Context: an optimization exercise on an open-source flow, tuned for small area and few clock cycles per item. The choices shown serve that exercise and are no tape-out recipe. Function was checked by simulation only, so behaviour that the tests miss may differ from the original. No activity file was given, so power comes from the tool's default toggle rates.

Setup of north:
==> flow/design.v <==
module axi_ram
(
    input  wire                   clk,
    input  wire                   rst,
    input  wire [8-1:0]    s_axi_awid,
    input  wire [8-1:0]  s_axi_awaddr,
    input  wire [7:0]             s_axi_awlen,
    input  wire [2:0]             s_axi_awsize,
    input  wire [1:0]             s_axi_awburst,
    input  wire                   s_axi_awlock,
    input  wire [3:0]             s_axi_awcache,
    input  wire [2:0]             s_axi_awprot,
    input  wire                   s_axi_awvalid,
    output wire                   s_axi_awready,
    input  wire [32-1:0]  s_axi_wdata,
    input  wire [4-1:0]  s_axi_wstrb,
    input  wire                   s_axi_wlast,
    input  wire                   s_axi_wvalid,
    output wire                   s_axi_wready,
    output wire [8-1:0]    s_axi_bid,
    output wire [1:0]             s_axi_bresp,
    output wire                   s_axi_bvalid,
    input  wire                   s_axi_bready,
    input  wire [8-1:0]    s_axi_arid,
    input  wire [8-1:0]  s_axi_araddr,
    input  wire [7:0]             s_axi_arlen,
    input  wire [2:0]             s_axi_arsize,
    input  wire [1:0]             s_axi_arburst,
    input  wire                   s_axi_arlock,
    input  wire [3:0]             s_axi_arcache,
    input  wire [2:0]             s_axi_arprot,
    input  wire                   s_axi_arvalid,
    output wire                   s_axi_arready,
    output wire [8-1:0]    s_axi_rid,
    output wire [32-1:0]  s_axi_rdata,
    output wire [1:0]             s_axi_rresp,
    output wire                   s_axi_rlast,
    output wire                   s_axi_rvalid,
    input  wire                   s_axi_rready
);
reg [31:0] mem [0:63];
reg       w_act;
reg [7:0] w_addr;
reg [7:0] w_cnt;
reg       w_last;
reg       b_valid;
reg [7:0] b_id;
reg       r_act;
reg [7:0] r_nxt;
reg [7:0] r_cnt;
reg       r_lastq;
reg [7:0] r_id;
reg [2:0] r_inc;
function [2:0] inc_of;
    input [2:0] size;
    input [1:0] burst;
    begin
        if (burst == 2'b00)
            inc_of = 3'd0;
        else if (size == 3'd0)
            inc_of = 3'd1;
        else if (size == 3'd1)
            inc_of = 3'd2;
        else
            inc_of = 3'd4;
    end
endfunction
wire [7:0] ws_addr = w_act ? w_addr : s_axi_awaddr;
wire [7:0] ws_cnt  = w_act ? w_cnt  : s_axi_awlen;
wire [2:0] ws_inc  = inc_of(s_axi_awsize, s_axi_awburst);
wire       ws_last = w_act ? w_last : (s_axi_awlen == 8'd0);
wire       b_free  = !b_valid || s_axi_bready;
assign s_axi_wready  = s_axi_awvalid && (!ws_last || b_free);
assign s_axi_awready = s_axi_wvalid && ws_last && b_free;
assign s_axi_bvalid  = b_valid;
assign s_axi_bid     = b_id;
assign s_axi_bresp   = 2'b00;
wire w_hs = s_axi_wvalid && s_axi_wready;
always @(posedge clk) begin
    if (w_hs) begin
        w_addr <= ws_addr + {5'd0, ws_inc};
        w_cnt  <= ws_cnt - 8'd1;
        w_last <= (ws_cnt == 8'd1);
        w_act  <= !ws_last;
    end
    if (w_hs && ws_last) begin
        b_valid <= 1'b1;
        b_id    <= s_axi_awid;
    end else if (s_axi_bready) begin
        b_valid <= 1'b0;
    end
    if (rst) begin
        w_act   <= 1'b0;
        b_valid <= 1'b0;
    end
end
reg        wb_v;
reg  [5:0] wb_addr;
reg  [3:0] wb_strb;
reg [31:0] wb_data;
always @(posedge clk) begin
    wb_v    <= w_hs && !rst;
    wb_addr <= ws_addr[7:2];
    wb_strb <= s_axi_wstrb;
    wb_data <= s_axi_wdata;
end
integer i;
always @(posedge clk) begin
    for (i = 0; i < 4; i = i + 1) begin
        if (wb_v && wb_strb[i])
            mem[wb_addr][8*i +: 8] <= wb_data[8*i +: 8];
    end
end
wire r_last = r_lastq;
wire r_hs   = r_act && s_axi_rready;
assign s_axi_arready = !r_act || (s_axi_rready && r_last);
assign s_axi_rvalid  = r_act;
assign s_axi_rid     = r_id;
assign s_axi_rlast   = r_last;
assign s_axi_rresp   = 2'b00;
wire ar_hs = s_axi_arvalid && s_axi_arready;
wire [7:0] r_addr_n = (r_act && !r_last) ? r_nxt : s_axi_araddr;
wire       r_fetch  = !r_act || s_axi_rready;
reg  [31:0] r_data;
wire [63:0] r_sel = 64'd1 << r_addr_n[7:2];
reg  [31:0] r_word;
integer j;
always @* begin
    r_word = 32'd0;
    for (j = 0; j < 64; j = j + 1)
        r_word = r_word | (mem[j] & {32{r_sel[j]}});
end
assign s_axi_rdata = r_data;
always @(posedge clk) begin
    if (r_fetch)
        r_data <= r_word;
    if (r_hs && !r_last) begin
        r_nxt   <= r_nxt + {5'd0, r_inc};
        r_cnt   <= r_cnt - 8'd1;
        r_lastq <= (r_cnt == 8'd1);
    end else if (ar_hs) begin
        r_nxt   <= s_axi_araddr + {5'd0, inc_of(s_axi_arsize, s_axi_arburst)};
        r_cnt   <= s_axi_arlen;
        r_lastq <= (s_axi_arlen == 8'd0);
        r_id    <= s_axi_arid;
        r_inc   <= inc_of(s_axi_arsize, s_axi_arburst);
    end
    if (r_hs && r_last)
        r_act <= ar_hs;
    else
        r_act <= r_act || ar_hs;
    if (rst)
        r_act <= 1'b0;
end
endmodule
Settings: LEC_CHECK=0, CAP_MARGIN=20, CORE_MARGIN=2, CORE_UTILIZATION=40, CTS_CLUSTER_DIAMETER=150, CTS_CLUSTER_SIZE=28, GPL_TIMING_DRIVEN=0, SETUP_SLACK_MARGIN=0.4, SLEW_MARGIN=20; clock period 5.0 ns.
standard.sh (not shown) runs the stock make flow with config.mk's settings and CLKGATE_MAP_FILE= SYNTH_SCRIPT=/design/flow/synth_recipe.tcl, a recipe that flattens the netlist after the stock synthesis.
==> flow/flow/run.sh <==
#!/bin/bash
# The standard layout, with a plain buffer (not a delay cell) on every port.
set -euo pipefail
export BUFFER_PORTS_ARGS="-buffer_cell sky130_fd_sc_hd__buf_1"
bash standard.sh > standard.log 2>&1
Testbench counts of north, summed over its fixed seeds: cycles 4,720, beats 6,951.
Here is what was changed in the inputs of south compared with north.
Settings: a change of CORE_UTILIZATION from 40 to 50; a change of CTS_CLUSTER_SIZE from 28 to 24.
-- flow/flow/run.sh --
<<< north, line 4
export BUFFER_PORTS_ARGS="-buffer_cell sky130_fd_sc_hd__buf_1"
>>> south, line 4
export BUFFER_PORTS_ARGS="-buffer_cell sky130_fd_sc_hd__buf_2"
### Flow results
Every run in the comparison, north and south, completed the flow with a clean layout. Data required time of the worst path (lower): north. NOTE: fraction of the cycle the final worst path needs in south falls short of that of north. From north to south the numbers moved as follows: critical path depth now larger, routed wire length +about 12%. Number of top-level pins across north and south: no real change. Looking at via count across north and south, the one that comes out higher is south.
Modified inputs, east compared to south
Settings: CORE_UTILIZATION changed from 50 to 40.
east vs. south: setup slack +0.15 ns, fraction of standard cell area that is sequential flat.
In east the via count turned out 4.8% lower than in south.
Going from south to east, area added between synthesis and finish neither gained nor lost much, final wirelength saw a decrease, worst hold slack fell by 0.013 ns.
Between east and south, the summed instance area of the synthesized netlist figures differ only marginally.
east ended up with r_data[31]$_DFFE_PP_ as its critical path endpoint; south ended up with r_data[8]$_DFFE_PP_.
--- input diff east..west ---
==> flow/run.sh (new file) <==
#!/bin/bash
# synth_recipe.tcl (not shown) runs the flow's synth.tcl, then flattens the netlist and writes it again
# the make line also repeats each setting of config.mk as NAME=value (left out here)
make -C /OpenROAD-flow-scripts/flow DESIGN_CONFIG=/design/flow/config.mk WORK_HOME=/design/flow/orfs CLKGATE_MAP_FILE= SYNTH_SCRIPT=/design/flow/synth_recipe.tcl finish
removed: flow/flow/run.sh
removed: flow/standard.sh
## What came out
Of west and east, it is west that has the higher sum of met3 wire segment lengths after detailed routing.
Taking east as the reference point, the global routing met3 resource utilization of west rises by 0.36 points.
Per the comparison of west with east, achievable clock frequency has decreased; post-detailed-routing wire length shows an increase of 1600 µm; synthesized cell count was more or less identical; hold slack climbed 0.17 ns.
Part of the total power dissipated in the clock network: west vs east, no meaningful difference
Here is what was changed in the inputs of middle compared with west.
Settings: CTS_CLUSTER_SIZE now 20, was 24; CTS_CLUSTER_DIAMETER now 120, was 150.
## What came out
Total of cells resized after clock tree synthesis came out exactly the same in middle and west.
The non-clock buffer count was comparable across middle and west.
Relative to west, share of cells above drive strength 1 increased by 0.34 points in middle.
Count of vias placed by the detailed router delta for middle relative to west: 0.64% higher
Smallest hold slack: higher on west
Critical path depth is higher on west

[port drivers added, routing unchanged]
In the flow no input, the clock included, has a driving cell. The finished layouts below were timed again as built, in two steps.
Step 1 assumes that a clkbuf_16 drives the clock port and a buf_2 every other input.
Step 2 also shifts input and output timing later by t, the mid clock arrival at the registers, as if the neighbouring blocks saw the same clock.
a / b / c = ideal ports / drivers / drivers and shift; a / b = the first two.
run | shift t [ns] | setup WS [ns] | hold slack, ns | worst register clock-pin slew, ns | cell pins on the clock port's net
north | 0.846 | 0.254 / 0.254 / -0.374 | 0.315 / 0.250 / 0.498 | 0.12 / 0.12 | 1
south | 0.847 | 0.280 / 0.280 / -0.372 | 0.326 / 0.260 / 0.500 | 0.11 / 0.11 | 1
east | 0.851 | 0.435 / 0.435 / -0.312 | 0.313 / 0.253 / 0.481 | 0.11 / 0.11 | 1
west | 0.868 | 0.363 / 0.363 / -0.451 | 0.487 / 0.487 / 0.487 | 0.10 / 0.10 | 1
middle | 0.875 | 0.241 / 0.291 / -0.584 | 0.483 / 0.483 / 0.483 | 0.10 / 0.10 | 1
Met with ideal ports but missed after step 2: setup timing in every run listed. The setup slack of middle, which loses most, moves by +0.050 ns with the drivers and by -0.825 ns with both steps.
